This design comes from an exercise in tuning for small area, a short achievable clock period and few clock cycles on the open sky130 flow, not from production work. The clock input has no modelled driver; a real chip could not lean on it and would need a root buffer or a full tree. Power is estimated from default activity; no workload was simulated.

== rev 12 ==
==> flow/design.v <==
module ni_apb_bridge (
    input         clk,
    input         resetn,
    input  [15:0] i_flit,
    input         enable,
    output [15:0] o_flit,
    output        ready,
    output        valid_out,
    input  [31:0] prdata,
    input         pready,
    input         pslverr,
    output [13:0] paddr,
    output        psel,
    output        penable,
    output        pwrite,
    output [31:0] pwdata
);
  localparam [2:0] RX_IDLE = 3'b000, RX_B0 = 3'b001, RX_B1 = 3'b011, RX_B2 = 3'b010,
                   RX_B3 = 3'b110, RX_TL = 3'b111;
  reg [15:0] h_q, t_q, o_q;    
  reg [31:0] pw_q;             
  reg        e_q;              
  reg        rdy_q, psel_q, pen_q, vld_q;
  reg [2:0]  rx_q;
  reg        infl_q;           
  reg        pend_q;           
  reg [3:0]  bt_q;             
  wire take   = rdy_q & enable;
  wire xend   = pen_q & pready;
  wire ofree  = ~vld_q | bt_q[3];
  wire start  = (xend | pend_q) & ofree;
  wire [31:0] rd_perm = {prdata[1:0], prdata[31:18], prdata[17:2]};
  wire [31:0] wr_flit = {i_flit[2:1], i_flit[15:1], i_flit[15:1]};
  wire [31:0] pw_d    = pen_q ? rd_perm : wr_flit;
  wire ld0 = xend | (rx_q == RX_B0);
  wire ld1 = xend | (rx_q == RX_B1);
  wire ld2 = xend | (rx_q == RX_B2);
  always @(posedge clk) begin
    if (!resetn) begin
      rdy_q  <= 1'b1;
      rx_q   <= RX_IDLE;
      infl_q <= 1'b0;
      psel_q <= 1'b0;
      pen_q  <= 1'b0;
      pend_q <= 1'b0;
      vld_q  <= 1'b0;
    end else begin
      case (rx_q)
        RX_IDLE: if (take) rx_q <= RX_B0;
        RX_B0:   rx_q <= RX_B1;
        RX_B1:   rx_q <= RX_B2;
        RX_B2:   rx_q <= RX_B3;
        RX_B3:   rx_q <= RX_TL;
        default: rx_q <= RX_IDLE;
      endcase
      if (take) infl_q <= 1'b1;
      else if (start) infl_q <= 1'b0;
      rdy_q <= ~take & (rx_q == RX_IDLE || rx_q == RX_TL) & (~infl_q | start);
      if ((rx_q == RX_B0 && !i_flit[1]) || (rx_q == RX_B2 && pw_q[0])) psel_q <= 1'b1;
      else if (xend) psel_q <= 1'b0;
      pen_q  <= psel_q & ~xend;
      pend_q <= (xend | pend_q) & ~start;
      if (start) vld_q <= 1'b1;
      else if (bt_q[3]) vld_q <= 1'b0;
    end
  end
  always @(posedge clk) begin
    if (rdy_q) h_q <= i_flit;
    if (rx_q == RX_TL) t_q <= i_flit;
    if (ld0) pw_q[14:0]  <= pw_d[14:0];
    if (ld1) pw_q[29:15] <= pw_d[29:15];
    if (ld2) pw_q[31:30] <= pw_d[31:30];
    if (pen_q) e_q <= pslverr;
    if (ofree) begin
      o_q  <= h_q;
      bt_q <= 4'b0000;
    end else begin
      bt_q <= {bt_q[2:0], ~|bt_q[2:0]};
      o_q  <= ({16{~|bt_q[2:0]}} & {2'b00, pw_q[29:16]})
            | ({16{bt_q[0]}} & pw_q[15:0])
            | ({16{bt_q[1]}} & {pw_q[31:30], e_q, 13'b0})
            | ({16{bt_q[2]}} & t_q);
    end
  end
  assign ready     = rdy_q;
  assign valid_out = vld_q;
  assign o_flit    = o_q;
  assign psel      = psel_q;
  assign penable   = pen_q;
  assign paddr     = pw_q[14:1];
  assign pwrite    = pw_q[0];
  assign pwdata    = pw_q;
endmodule
clock: 5.0 ns
lec_check: 0
cap_margin: 20
core_margin: 2
core_utilization: 50
place_density: 0.8
setup_slack_margin: 3.2
slew_margin: 20
standard.sh (not shown) runs the stock make flow with config.mk's settings and CLKGATE_MAP_FILE= SYNTH_SCRIPT=/design/flow/synth_recipe.tcl, a recipe that flattens the netlist after the stock synthesis.
==> flow/flow/run.sh <==
#!/bin/bash
# The standard layout, except:
#  - the port buffers are sky130_fd_sc_hd__buf_1 (buffer_ports otherwise
#    picks clkdlybuf4s50_1, a slow delay cell);
#  - the clock tree is four clkbuf_16 fed from the clock port, each driving
#    a quarter of the flip-flops (see mantree.tcl), in place of TritonCTS's
#    two-level H-tree.
set -euo pipefail
export BUFFER_PORTS_ARGS="-buffer_cell sky130_fd_sc_hd__buf_1"
export PRE_CTS_TCL="$PWD/flow/pre_cts.tcl"
bash standard.sh finish > standard_flow.log 2>&1
==> flow/flow/mantree.tcl <==
# Clock tree of NB clkbuf_16 buffers, each driving a slice of the flip-flops
# (sorted by x), all fed straight from the clock port.
proc manual_clock_tree { nb } {
  set block [ord::get_db_block]
  set clknet [$block findNet clk]
  set master [[ord::get_db] findMaster sky130_fd_sc_hd__clkbuf_16]
  set sinks {}
  foreach it [$clknet getITerms] {
    set inst [$it getInst]
    set bb [$inst getBBox]
    lappend sinks [list [expr {([$bb xMin] + [$bb xMax]) / 2}] [expr {([$bb yMin] + [$bb yMax]) / 2}] $it]
  }
  set sinks [lsort -integer -index 0 $sinks]
  set n [llength $sinks]
  for {set b 0} {$b < $nb} {incr b} {
    set lo [expr {$b * $n / $nb}]
    set hi [expr {($b + 1) * $n / $nb - 1}]
    set grp [lrange $sinks $lo $hi]
    set sx 0; set sy 0
    foreach s $grp { incr sx [lindex $s 0]; incr sy [lindex $s 1] }
    set cx [expr {$sx / [llength $grp]}]
    set cy [expr {$sy / [llength $grp]}]
    set inst [odb::dbInst_create $block $master clkman_$b]
    set net [odb::dbNet_create $block clkman_net_$b]
    $net setSigType CLOCK
    [$inst findITerm A] connect $clknet
    [$inst findITerm X] connect $net
    foreach s $grp {
      set it [lindex $s 2]
      $it disconnect
      $it connect $net
    }
    $inst setLocation $cx $cy
    $inst setPlacementStatus PLACED
  }
}
==> flow/flow/pre_cts.tcl <==
# Sourced by ORFS's cts.tcl before clock tree synthesis (PRE_CTS_TCL): build
# the clock tree by hand instead, as a few clkbuf_16 fed from the clock port.
source [file join [file dirname [info script]] mantree.tcl]
rename clock_tree_synthesis orfs_clock_tree_synthesis
proc clock_tree_synthesis { args } {
  manual_clock_tree 4
  set_propagated_clock [all_clocks]
}
The following lists how rev 13 was set up differently from rev 12:
--- a/flow/design.v
+++ b/flow/design.v
@@ -16,25 +16,31 @@
     output [31:0] pwdata
 );
   localparam [2:0] RX_IDLE = 3'b000, RX_B0 = 3'b001, RX_B1 = 3'b011, RX_B2 = 3'b010,
                    RX_B3 = 3'b110, RX_TL = 3'b111;
+  localparam [2:0] BT_HD = 3'b000, BT_F1 = 3'b001, BT_F2 = 3'b011, BT_F3 = 3'b010,
+                   BT_TL = 3'b110;
   reg [15:0] h_q, t_q, o_q;    
   reg [31:0] pw_q;             
   reg        e_q;              
   reg        rdy_q, psel_q, pen_q, vld_q;
   reg [2:0]  rx_q;
   reg        infl_q;           
   reg        pend_q;           
-  reg [3:0]  bt_q;             
+  reg [2:0]  bt_q;
   wire take   = rdy_q & enable;
   wire xend   = pen_q & pready;
-  wire ofree  = ~vld_q | bt_q[3];
+  wire ofree  = ~vld_q | (bt_q == BT_TL);
   wire start  = (xend | pend_q) & ofree;
   wire [31:0] rd_perm = {prdata[1:0], prdata[31:18], prdata[17:2]};
-  wire [31:0] wr_flit = {i_flit[2:1], i_flit[15:1], i_flit[15:1]};
-  wire [31:0] pw_d    = pen_q ? rd_perm : wr_flit;
-  wire ld0 = xend | (rx_q == RX_B0);
-  wire ld1 = xend | (rx_q == RX_B1);
+  wire sel0 = (rx_q == RX_B0);
+  wire sel1 = (rx_q == RX_B1);
+  wire sel2 = (rx_q == RX_B2) & ~pen_q;
+  wire [31:0] pw_d = {sel2 ? i_flit[2:1]  : rd_perm[31:30],
+                      sel1 ? i_flit[15:1] : rd_perm[29:15],
+                      sel0 ? i_flit[15:1] : rd_perm[14:0]};
+  wire ld0 = xend | sel0;
+  wire ld1 = xend | sel1;
   wire ld2 = xend | (rx_q == RX_B2);
   always @(posedge clk) begin
     if (!resetn) begin
       rdy_q  <= 1'b1;
@@ -60,9 +66,9 @@
       else if (xend) psel_q <= 1'b0;
       pen_q  <= psel_q & ~xend;
       pend_q <= (xend | pend_q) & ~start;
       if (start) vld_q <= 1'b1;
-      else if (bt_q[3]) vld_q <= 1'b0;
+      else if (bt_q == BT_TL) vld_q <= 1'b0;
     end
   end
   always @(posedge clk) begin
     if (rdy_q) h_q <= i_flit;
@@ -72,15 +78,16 @@
     if (ld2) pw_q[31:30] <= pw_d[31:30];
     if (pen_q) e_q <= pslverr;
     if (ofree) begin
       o_q  <= h_q;
-      bt_q <= 4'b0000;
+      bt_q <= BT_HD;
     end else begin
-      bt_q <= {bt_q[2:0], ~|bt_q[2:0]};
-      o_q  <= ({16{~|bt_q[2:0]}} & {2'b00, pw_q[29:16]})
-            | ({16{bt_q[0]}} & pw_q[15:0])
-            | ({16{bt_q[1]}} & {pw_q[31:30], e_q, 13'b0})
-            | ({16{bt_q[2]}} & t_q);
+      case (bt_q)
+        BT_HD:   begin o_q <= {2'b00, pw_q[29:16]};      bt_q <= BT_F1; end
+        BT_F1:   begin o_q <= pw_q[15:0];                bt_q <= BT_F2; end
+        BT_F2:   begin o_q <= {pw_q[31:30], e_q, 13'b0}; bt_q <= BT_F3; end
+        default: begin o_q <= t_q;                       bt_q <= BT_TL; end
+      endcase
     end
   end
   assign ready     = rdy_q;
   assign valid_out = vld_q;
## What came out
Rev 12 ran to completion and came out clean on the timing, DRC and antenna checks.
Rev 13 finished end to end and its layout was clean on timing, DRC and antenna.
Compared with rev 12, in rev 13 final wirelength picked up an extra 5.5%; cell area after layout picked up an extra 5.2%; xor/xnor share of the synthesized area picked up an extra 0.22 points.
Going from rev 12 to rev 13, core region area grew by a little under 10%.
From rev 12 to rev 13 the numbers moved as follows: fraction of layout instances using a drive strength above 1 has increased; number of distinct library cells after synthesis has increased; post-route worst hold slack has increased; number of ordinary inverters in the final layout has increased.
As far as number of antenna violations at the first check in global routing goes, rev 13 and rev 12 are indistinguishable; the numbers are identical.
Combinational fraction of design power in rev 13 is 1.7 points above rev 12.
No functional check of the RTL was part of any run of this note. In every run of this note, the design's own scripts or RTL, not TritonCTS, make the clock network.

==> re-timing with driven ports <==
The flow's constraints put no driver on any port. The routed layouts listed below were extracted and timed again, unchanged, in two steps.
Step 1 assumes that a clkbuf_16 drives the clock port and a buf_2 every other input.
Step 2, shift: input delay + t, output delay - t, t = (earliest + latest rising clock arrival at the registers) / 2. This alone moves slack from input paths to output paths.
Three values: no drivers, after step 1, after step 2; two values: the first two.
| run | t (ns) | setup WS [ns] | worst hold slack (ns) | worst setup path at the end | worst slew at a driven data input, ns |
|---|---|---|---|---|---|
| rev 12 | 0.221 | 3.143 / 3.073 / 3.110 | 0.462 / 0.462 / 0.462 | input to register | 0.04 |
| rev 13 | 0.220 | 3.233 / 3.166 / 3.155 | 0.487 / 0.487 / 0.487 | input to register | 0.04 |
After both steps setup and hold are still met in every run listed. For rev 13, which loses most, drivers alone change the setup slack by -0.067 ns; drivers and shift together by -0.078 ns.
